From an optimization exercise on the open Yosys and OpenROAD flow, aimed at small area, a short achievable clock period and few clock cycles per item; shortcuts taken in it are not production practice.
In this exercise RTL edits were held to simulation tests only and were not proved equivalent to the original.
Power figures rest on the tool's default switching activity, not on a simulated workload.

Design JAM, start of the top module:
module JAM(
	input wire CLK,
	input wire RST,
	input wire [6:0] Cost,
	output wire [2:0] W,
	output wire [2:0] J,
	output reg [3:0] MatchCount,
	output reg [9:0] MinCost,
	output reg  Valid
);
For scale: roughly 2400 cells after synthesis, roughly 370 flip-flops, about 30 I/O pins, about 21000 um^2 of cells after synthesis.
export LEC_CHECK = 0
export ABC_AREA = 1
export CAP_MARGIN = 20
export CORE_MARGIN = 2
export CORE_UTILIZATION = 65
export SLEW_MARGIN = 20
create_clock -name core_clock -period 20.0 [get_ports {CLK}]
run.sh (not shown) runs the stock make flow with config.mk's settings and CLKGATE_MAP_FILE= SYNTH_SCRIPT=/design/flow/synth_recipe.tcl, a recipe that flattens the netlist after the stock synthesis.
The starting point passed the timing, design-rule and antenna checks.
Testbench counts at the start, summed over its fixed seeds: cycles 6,048, items 24.
Rerun with:
--- a/flow/config.mk
+++ b/flow/config.mk
@@ -6,7 +6,6 @@
 export NUM_CORES = 4
 export LEC_CHECK = 0
-export ABC_AREA = 1
 export CAP_MARGIN = 20
 export CORE_MARGIN = 2
-export CORE_UTILIZATION = 65
+export CORE_UTILIZATION = 40
 export SLEW_MARGIN = 20
=> Cell area increases by a few percent; die area increases by well over a third; critical path depth stays the same; combinational power increases by a few percent; count of clock-buffer cells in the layout increases by 7; routed wire length decreases slightly.
Rerun with:
--- a/flow/config.mk
+++ b/flow/config.mk
@@ -6,4 +6,5 @@
 export NUM_CORES = 4
 export LEC_CHECK = 0
+export ABC_AREA = 1
 export CAP_MARGIN = 20
 export CORE_MARGIN = 2
What happened: Sequential cell count stays the same; global-route usage rose by 0.89 points; sequential share of layout area rose by 0.73 points; wire length rose by a few percent; design area fell slightly; register-to-register slack is better by 0.36 ns; worst hold slack is better by 0.010 ns; via count rose by roughly a tenth; fmax fell slightly; clock power fell slightly; count of clock-buffer cells in the layout rose by 1.

---

The RTL this note starts from:
==> flow/design.v <==
module JAM(
	input wire CLK,
	input wire RST,
	input wire [6:0] Cost,
	output wire [2:0] W,
	output wire [2:0] J,
	output reg [3:0] MatchCount,
	output reg [9:0] MinCost,
	output reg  Valid
);
	localparam [2:0] ST_PRE = 3'd0, ST_PRE2 = 3'd1, ST_X = 3'd2,
	                 ST_X2 = 3'd7, ST_SRCH = 3'd3, ST_ENDW = 3'd4,
	                 ST_FIN = 3'd5, ST_DONE = 3'd6;
	reg [2:0] st;
	reg [6:0] cnt;          
	reg [6:0] pc;           
	reg       pv;           
	reg [6:0] Creg;
	reg [6:0] vq;           
	reg [2:0] aw, aj;
	reg [2:0] won, jon;
	assign W = ~won;
	assign J = ~jon;
	reg [6:0] v [0:7];      
	reg [2:0] sid [0:7];
	reg [6:0] su  [0:7];
	reg [2:0] ss  [0:7];
	reg       skh [0:7];    
	reg [2:0] sj  [0:7];
	reg [6:0] mn, m2;
	reg [2:0] am;
	reg [7:0] d;            
	reg       fpop;         
	reg       ffirst;       
	reg [7:0] mask;         
	reg       bv, bpop, bleaf, bpd;
	reg [7:0] buv;
	reg [9:0] D;            
	reg [7:0] xd;
	reg [2:0] xj, xw;
	reg [7:0] xmask;
	reg       xpop, xfirst, xfin;
	integer k;
	wire       p1v   = pv && !pc[6];
	wire       p2v   = pv && pc[6];
	wire       first = (pc[2:0] == 3'd0);
	wire [6:0] x     = Creg - vq;
	wire       lt1   = x < mn;
	wire       lt2   = x < m2;
	wire       sx   = (st == ST_X);
	wire [6:0] gap  = m2 - mn;
	wire [3:0] kn   = (gap > 7'd15) ? 4'd15 : gap[3:0];
	wire [2:0] rn   = sx ? 3'd7 : (pc[5:3] - 3'd1);
	wire       tk   = sx || (p2v && first && pc[5:3] != 3'd0);
	wire       addm = sx || (p2v && first) || (p1v && first && pc != 7'd0);
	reg        iv;
	reg [3:0]  ik;
	reg [6:0]  iu;
	reg [2:0]  ia, ir;
	reg [7:0] ge;
	reg [7:0] put;    
	reg [7:0] shr;    
	always @(*) begin
		for (k = 0; k < 8; k = k + 1)
			ge[k] = (k < ir) && ({skh[k], sj[k]} >= ik);
		for (k = 0; k < 8; k = k + 1) begin
			put[k] = !ge[k] && (k == 0 || ge[k-1]);
			shr[k] = !ge[k] && !put[k];
		end
	end
	function [2:0] low8;    
		input [7:0] a;
		low8 = a[0] ? 3'd0 : a[1] ? 3'd1 : a[2] ? 3'd2 : a[3] ? 3'd3 :
		       a[4] ? 3'd4 : a[5] ? 3'd5 : a[6] ? 3'd6 : 3'd7;
	endfunction
	function [3:0] nextcol;
		input [7:0] m;
		input [2:0] s0;
		input [2:0] c0;
		input       from0;
		reg [7:0] fr, hi, lo, a;
		begin
			fr = ~m;
			lo = fr & ~(8'hff << s0);                  
			if (from0)
				hi = fr & (8'hff << s0);               
			else if (c0 >= s0)
				hi = fr & (8'hfe << c0);               
			else begin
				hi = 8'd0;
				lo = lo & (8'hfe << c0);               
			end
			a = (|hi) ? hi : lo;
			nextcol = {|a, low8(a)};
		end
	endfunction
	wire       srch   = (st == ST_SRCH);
	wire [7:0] dp     = {d[6:0], 1'b0};        
	wire [7:0] dm     = {1'b0, d[7:1]};        
	reg [2:0] ss_d, ss_p, sid_d, sid_p, sid_m, sj_m;
	reg [6:0] su_d;
	always @(*) begin
		ss_d = 3'd0; ss_p = 3'd0; sid_d = 3'd0; sid_p = 3'd0; sid_m = 3'd0;
		sj_m = 3'd0; su_d = 7'd0;
		for (k = 0; k < 8; k = k + 1) begin
			ss_d  = ss_d  | (ss[k]  & {3{d[k]}});
			ss_p  = ss_p  | (ss[k]  & {3{dp[k]}});
			sid_d = sid_d | (sid[k] & {3{d[k]}});
			sid_p = sid_p | (sid[k] & {3{dp[k]}});
			sid_m = sid_m | (sid[k] & {3{dm[k]}});
			sj_m  = sj_m  | (sj[k]  & {3{dm[k]}});
			su_d  = su_d  | (su[k]  & {7{d[k]}});
		end
	end
	wire [7:0] onej   = 8'd1 << aj;
	wire [7:0] mask_l = fpop ? (mask & ~onej) : mask;
	wire [3:0] nx     = nextcol(mask_l, ss_d, aj, 1'b0);
	wire [3:0] fc     = nextcol(mask | onej, ss_p, 3'd0, 1'b1);
	wire       top    = d[0];
	wire       fleaf  = d[7] && !fpop;
	wire       c_fin  = !nx[3] && top;
	wire [7:0] c_d    = nx[3] ? d : dm;
	wire [2:0] c_j    = nx[3] ? nx[2:0] : sj_m;
	wire [2:0] c_w    = nx[3] ? sid_d : sid_m;
	wire       c_pop  = !nx[3];
	wire [7:0] g_mask = mask | onej;
	wire [2:0] g_j    = fc[2:0];
	wire [2:0] g_w    = sid_p;
	wire       pd     = ffirst && !fpop && !fleaf;
	wire [10:0] thr  = {1'b0, D} + {3'b000, buv};
	wire        gt   = {4'b0000, Creg} > thr;
	wire        eq   = {4'b0000, Creg} == thr;
	wire        bs   = bv && !bpop;
	wire        down = bs && !bleaf && !gt;
	wire        miss = bs && !bleaf && (down != bpd);
	wire        issue = srch && !miss;
	reg [7:0] d_n;
	reg [2:0] aj_n, aw_n;
	reg [7:0] mask_n;
	reg       pop_n, first_n, fin_n;
	always @(*) begin
		d_n = d; aj_n = aj; aw_n = aw; mask_n = mask;
		pop_n = fpop; first_n = ffirst; fin_n = 1'b0;
		case (st)
			ST_PRE:
				if (cnt[6] == 1'b0 && cnt[5:0] != 6'd63) begin
					aw_n = cnt[2:0] + 3'd1;
					aj_n = cnt[5:3] + {2'b00, cnt[2:0] == 3'd7};
				end else begin
					aw_n = cnt[5:3] + {2'b00, cnt[2:0] == 3'd7};
					aj_n = cnt[2:0] + 3'd1;
				end
			ST_X2: begin
				aw_n = put[0] ? ir : sid[0];
				aj_n = put[0] ? ia : ss[0];
				first_n = 1'b1;
			end
			default:
				if ((srch || st == ST_ENDW) && miss) begin
					d_n = xd; aj_n = xj; aw_n = xw; mask_n = xmask;
					pop_n = xpop; first_n = xfirst; fin_n = xfin;
				end else if (issue) begin
					if (pd) begin
						d_n = dp; aj_n = g_j; aw_n = g_w; mask_n = g_mask;
						pop_n = 1'b0; first_n = 1'b1;
					end else begin
						d_n = c_d; aj_n = c_j; aw_n = c_w; mask_n = mask_l;
						pop_n = c_pop; first_n = 1'b0; fin_n = c_fin;
					end
				end
		endcase
	end
	always @(posedge CLK or posedge RST) begin
		if (RST) begin
			st <= ST_PRE;
			cnt <= 7'd0;
			pv <= 1'b0;
			aw <= 3'd0;
			aj <= 3'd0;
			won <= 3'b111;
			jon <= 3'b111;
			d <= 8'd1;
			mask <= 8'd0;
			fpop <= 1'b0;
			ffirst <= 1'b0;
			bv <= 1'b0;
			iv <= 1'b0;
			Valid <= 1'b0;
			D <= 10'h3ff;
			MatchCount <= 4'd0;
		end else begin
			aw <= aw_n;
			aj <= aj_n;
			won <= ~aw_n;
			jon <= ~aj_n;
			d <= d_n;
			mask <= mask_n;
			fpop <= pop_n;
			ffirst <= first_n;
			pv <= (st == ST_PRE);
			bv <= issue;
			iv <= tk;
			Valid <= (st == ST_FIN) || (st == ST_DONE);
			case (st)
				ST_PRE: begin
					cnt <= cnt + 7'd1;
					if (cnt == 7'd127) st <= ST_PRE2;
				end
				ST_PRE2: st <= ST_X;
				ST_X:    st <= ST_X2;
				ST_X2:   st <= ST_SRCH;
				ST_SRCH: if (fin_n) st <= ST_ENDW;
				ST_ENDW: st <= miss ? (fin_n ? ST_ENDW : ST_SRCH) : ST_FIN;
				ST_FIN:  st <= ST_DONE;
				default: ;
			endcase
			if (bv && bpop)
				D <= D - {2'b00, buv} + {3'b000, Creg};
			else if (down)
				D <= thr[9:0] - {3'b000, Creg};
			else if (bs && bleaf && !gt) begin
				if (eq) MatchCount <= MatchCount + 4'd1;
				else begin
					D <= {3'b000, Creg} - {2'b00, buv};
					MatchCount <= 4'd1;
				end
			end
		end
	end
	always @(posedge CLK) begin
		Creg <= Cost;
		pc <= cnt;
		vq <= cnt[6] ? v[cnt[2:0]] : 7'd0;
		if (tk) begin
			ik <= kn; iu <= mn; ia <= am; ir <= rn;
		end
		bpop <= fpop;
		bleaf <= fleaf;
		bpd <= pd;
		buv <= su_d + v[aj];
		if (pd) begin
			xd <= c_d; xj <= c_j; xw <= c_w; xmask <= mask_l;
			xpop <= c_pop; xfirst <= 1'b0; xfin <= c_fin;
		end else begin
			xd <= dp; xj <= g_j; xw <= g_w; xmask <= g_mask;
			xpop <= 1'b0; xfirst <= 1'b1; xfin <= 1'b0;
		end
		for (k = 0; k < 8; k = k + 1)
			if (issue && !fpop && d[k])
				sj[k] <= aj;
		if (p1v || p2v) begin
			if (first) begin
				mn <= x; m2 <= 7'h7f; am <= 3'd0;
			end else if (lt1) begin
				mn <= x; m2 <= mn; am <= pc[2:0];
			end else if (lt2) begin
				m2 <= x;
			end
		end
		if (p1v && pc[2:0] == 3'd7)
			v[pc[5:3]] <= lt1 ? x : mn;
		if (p1v && pc == 7'd0)
			MinCost <= 10'd0;
		else if (addm)
			MinCost <= MinCost + {3'b000, mn};
		else if (st == ST_FIN)
			MinCost <= MinCost + D;
		if (iv)
			for (k = 0; k < 8; k = k + 1) begin
				if (put[k]) begin
					sid[k] <= ir; su[k] <= iu; ss[k] <= ia;
					{skh[k], sj[k]} <= ik;
				end else if (shr[k]) begin
					sid[k] <= sid[(k+7)%8]; su[k] <= su[(k+7)%8];
					ss[k] <= ss[(k+7)%8];
					skh[k] <= skh[(k+7)%8]; sj[k] <= sj[(k+7)%8];
				end
			end
	end
endmodule
export LEC_CHECK = 0
export ABC_AREA = 1
export CAP_MARGIN = 20
export CORE_MARGIN = 2
export CORE_UTILIZATION = 75
export SLEW_MARGIN = 20
create_clock -name core_clock -period 20.0 [get_ports {CLK}]
Testbench counts at the start, summed over its fixed seeds: cycles 6,048, items 24.
Rerun with:
CORE_UTILIZATION = 40   (was 75)
The new run completed without violations. Cell count increases by roughly a tenth. Non-clock buffer count rose by 3. Total power is lower slightly. Clock skew barely changes. Setup slack is about the same. Area after synthesis is unchanged.

## separate check: timing with driven ports
How much do the figures lean on ideal ports? The routed layouts below were timed once more, with nothing changed but the port constraints. Step 1, drivers: a clkbuf_16 drives CLK and a buf_2 each remaining input, both assumed. Step 2, shift: input delay + t, output delay - t, t = (earliest + latest rising clock arrival at the registers) / 2. This alone moves slack from input paths to output paths. a / b / c = ideal ports / drivers / drivers and shift; a / b = the first two.
run	t, ns	setup slack, ns	clock arrival spread, ns
the first run of note 1	0.589	14.433 / 14.378 / 14.901	0.019 / 0.019
the second run of note 1	0.627	14.413 / 14.352 / 14.590	0.029 / 0.029
the third run of note 1	0.619	14.380 / 14.324 / 14.839	0.024 / 0.024
the first run of note 2	0.580	14.441 / 14.389 / 14.624	0.016 / 0.016
the second run of note 2	0.591	14.439 / 14.381 / 14.897	0.018 / 0.017
After both steps setup and hold are still met in every run listed. Setup slack includes reset recovery checks.
